Source: an optimization exercise on an open RTL-to-GDS flow (aim: small area). Production flows keep margins and buffers that such runs may drop.
The RTL was checked by simulation tests, not by an equivalence proof against the original design.
The flow treats the clock pin as an ideal source. Dropping or thinning the clock tree relies on that and would not hold on a real chip.
Power figures rest on the tool's default switching activity, not on a simulated workload.

## try-amber
// TopModule
module TopModule(
input wire clk_i, rst_i, Conect_i, selector_temp_i,
input wire [1:0] T_corp_in, T_amb_in,
output wire [7:0] catodo_o,
output wire Alarma_o, Ventilacion_o, presencia_nino_o,
output wire [3:0] anodo_o,
output reg [1:0] state_o,
output wire recorre_pantalla_o, escribe_o
    );
Size: roughly 240 cells after synthesis, roughly 63 flip-flops, ~0.0026 mm² of cells after synthesis.
==> flow/config.mk <==
export PLATFORM = sky130hd
export DESIGN_NAME = TopModule
export DESIGN_NICKNAME = TopModule
export VERILOG_FILES = /design/flow/design.v
export SDC_FILE = /design/flow/constraint.sdc
export NUM_CORES = 4
export LEC_CHECK = 0
export CAP_MARGIN = 20
export CORE_MARGIN = 2
export CORE_UTILIZATION = 60
export PLACE_DENSITY = 0.85
export SLEW_MARGIN = 20
==> flow/constraint.sdc <==
create_clock -name core_clock -period 10.0 [get_ports {clk_i}]
set_input_delay 2.0000 -clock core_clock [delete_from_list [all_inputs] [get_ports {clk_i}]]
set_output_delay 2.0000 -clock core_clock [all_outputs]
set_load 0.01 [all_outputs]
standard.sh (not shown) runs the stock make flow with config.mk's settings and CLKGATE_MAP_FILE= SYNTH_SCRIPT=/design/flow/synth_recipe.tcl, a recipe that flattens the netlist after the stock synthesis.
==> flow/flow/run.sh <==
#!/bin/bash
# Own layout flow: the standard ORFS flow (standard.sh) with these changes:
#  * port buffers: buf_1 instead of the resizer's default choice;
#  * clock: instead of TritonCTS's H-tree, one clock buffer placed at the
#    centre of the registers drives every register clock pin (all registers
#    see the same buffer, so no skew is added between them).
# Each tool's output goes to its own log file in the work folder.
set -euo pipefail
W=$(pwd)
F=$W/flow
cat > $W/own_synth.tcl <<EOT
proc synth {args} { yosys synth -nofsm -noshare {*}\$args }
proc extract_fa {args} { puts "extract_fa skipped" }
proc abc {args} {
  set si [lsearch -exact \$args -script]
  set lib [lindex \$args [expr {[lsearch -exact \$args -liberty] + 1}]]
  yosys design -save own_abc_in
  set best 1e18
  foreach s [lsort [glob $F/abc_*.script]] {
    yosys design -load own_abc_in
    yosys abc {*}[lreplace \$args [expr {\$si + 1}] [expr {\$si + 1}] \$s]
    set out [yosys tee -q -s result.string stat -liberty \$lib]
    regexp {Chip area for module '[^']*': ([0-9.]+)} \$out -> area
    puts "own abc: [file tail \$s] area \$area"
    if {\$area < \$best} { set best \$area; set best_s \$s; yosys design -save own_abc_best }
  }
  yosys design -load own_abc_best
  puts "own abc: chose [file tail \$best_s] area \$best"
}
source \$::env(SCRIPTS_DIR)/synth.tcl
# left out here: clear keep_hierarchy, flatten, clean up
yosys rename -hide {w:*\$func\$*}
write_verilog -noattr -nohex -nodec \$::env(RESULTS_DIR)/1_2_yosys.v
EOT
export OWN_CLKBUF=${OWN_CLKBUF:-sky130_fd_sc_hd__buf_6}
export OWN_CLK_GROUPS=${OWN_CLK_GROUPS:-4}
export PRE_CTS_TCL=$F/clock_buffer.tcl
EXTRA=(SYNTH_SCRIPT=$W/own_synth.tcl
  "BUFFER_PORTS_ARGS=-buffer_cell sky130_fd_sc_hd__buf_1")
bash $W/standard.sh synth "${EXTRA[@]}" > $W/own_synth.log 2>&1
bash $W/standard.sh finish "${EXTRA[@]}" > $W/own_layout.log 2>&1
==> flow/flow/abc_am0.script <==
strash
&get -n
&deepsyn -J 200 -T 900 -S 0
&put
dch -f
amap
==> flow/flow/abc_am1.script <==
strash
&get -n
&deepsyn -J 200 -T 900 -S 1
&put
dch -f
amap
==> flow/flow/abc_am2.script <==
strash
&get -n
&deepsyn -J 200 -T 900 -S 2
&put
dch -f
amap
==> flow/flow/abc_am3.script <==
strash
&get -n
&deepsyn -J 200 -T 900 -S 3
&put
dch -f
amap
==> flow/flow/abc_am4.script <==
strash
&get -n
&deepsyn -J 200 -T 900 -S 4
&put
dch -f
amap
==> flow/flow/abc_am5.script <==
strash
&get -n
&deepsyn -J 200 -T 900 -S 5
&put
dch -f
amap
==> flow/flow/abc_am6.script <==
strash
&get -n
&deepsyn -J 200 -T 900 -S 6
&put
dch -f
amap
==> flow/flow/abc_am7.script <==
strash
&get -n
&deepsyn -J 200 -T 900 -S 7
&put
dch -f
amap
==> flow/flow/abc_nf0.script <==
strash
&get -n
&deepsyn -J 200 -T 900 -S 0
&put
&get -n
&nf -R 1000 -p
&put
==> flow/flow/abc_nf1.script <==
strash
&get -n
&deepsyn -J 200 -T 900 -S 1
&put
&get -n
&nf -R 1000 -p
&put
==> flow/flow/abc_nf2.script <==
strash
&get -n
&deepsyn -J 200 -T 900 -S 2
&put
&get -n
&nf -R 1000 -p
&put
==> flow/flow/abc_nf3.script <==
strash
&get -n
&deepsyn -J 200 -T 900 -S 3
&put
&get -n
&nf -R 1000 -p
&put
==> flow/flow/abc_nf4.script <==
strash
&get -n
&deepsyn -J 200 -T 900 -S 4
&put
&get -n
&nf -R 1000 -p
&put
==> flow/flow/abc_nf5.script <==
strash
&get -n
&deepsyn -J 200 -T 900 -S 5
&put
&get -n
&nf -R 1000 -p
&put
==> flow/flow/abc_nf6.script <==
strash
&get -n
&deepsyn -J 200 -T 900 -S 6
&put
&get -n
&nf -R 1000 -p
&put
==> flow/flow/abc_nf7.script <==
strash
&get -n
&deepsyn -J 200 -T 900 -S 7
&put
&get -n
&nf -R 1000 -p
&put
Other scripts of this flow, unchanged in this note and not shown: flow/flow/clock_buffer.tcl
--- input diff try-amber..try-harbor ---
==> flow/flow/abc_am0.script <==
strash
&get -n
&deepsyn -J 100 -T 600 -S 0
&put
dch -f
amap
==> flow/flow/abc_am1.script <==
strash
&get -n
&deepsyn -J 100 -T 600 -S 1
&put
dch -f
amap
==> flow/flow/abc_am2.script <==
strash
&get -n
&deepsyn -J 100 -T 600 -S 2
&put
dch -f
amap
==> flow/flow/abc_am3.script <==
strash
&get -n
&deepsyn -J 100 -T 600 -S 3
&put
dch -f
amap
==> flow/flow/abc_nf0.script <==
strash
&get -n
&deepsyn -J 100 -T 600 -S 0
&put
&get -n
&nf -R 1000 -p
&put
==> flow/flow/abc_nf1.script <==
strash
&get -n
&deepsyn -J 100 -T 600 -S 1
&put
&get -n
&nf -R 1000 -p
&put
==> flow/flow/abc_nf2.script <==
strash
&get -n
&deepsyn -J 100 -T 600 -S 2
&put
&get -n
&nf -R 1000 -p
&put
==> flow/flow/abc_nf3.script <==
strash
&get -n
&deepsyn -J 100 -T 600 -S 3
&put
&get -n
&nf -R 1000 -p
&put
removed: flow/flow/abc_am4.script
removed: flow/flow/abc_am5.script
removed: flow/flow/abc_am6.script
removed: flow/flow/abc_am7.script
removed: flow/flow/abc_nf4.script
removed: flow/flow/abc_nf5.script
removed: flow/flow/abc_nf6.script
removed: flow/flow/abc_nf7.script
==> comparison <==
Destination of the critical timing path = catodo_o[0]: try-amber; destination of the critical timing path = catodo_o[4]: try-harbor
[compare] base=try-amber new=try-harbor: total leakage power higher, setup slack of the worst register-to-register path lower, worst setup slack lower, aggregate routed wire length higher, via count normalized by instance count higher.
As far as number of antenna violations at the first check in global routing goes, try-harbor and try-amber are indistinguishable; the numbers are identical.
Estimated wirelength of the detail-placed design (lower): try-amber
Fraction of the mapped netlist area in simple logic gates in try-harbor is 0.47 points above try-amber.
In the metrics for try-harbor and try-amber, the one carrying the lower final layout net count is try-amber.
Sort try-harbor and try-amber by area fraction in compound gates after synthesis asc -> top: try-amber
Summary of the comparison: number of ordinary inverters in the final layout is higher in try-harbor, relative to try-amber.
No run of this note takes its clock network from TritonCTS; it comes from the design's own scripts or RTL.

## separate check: timing with driven ports
The results above use ideal ports. As a check the final layouts listed here were re-extracted and re-timed, cells and wires unchanged.
Step 1 sets driving cells, clkbuf_16 on the clock port and buf_2 on the other inputs (assumed; they add their load-dependent delay and slew).
Step 2 moves the port delays by t, midway between the first and last clock arrival at a register: inputs arrive t later, outputs are due t later. That takes back most of the time a late clock gives input paths.
Three values: ideal ports, drivers, drivers and shift; two values: the first two.
run	t, ns	setup WS [ns]	worst data-port slew with drivers (ns)
try-amber	0.182	3.849 / 3.816 / 3.816	0.04
try-harbor	0.183	3.785 / 3.754 / 3.754	0.03
After both steps setup and hold are still met in every run listed. The setup slack of try-amber, which loses most, moves by -0.033 ns with the drivers and by -0.033 ns with both steps.
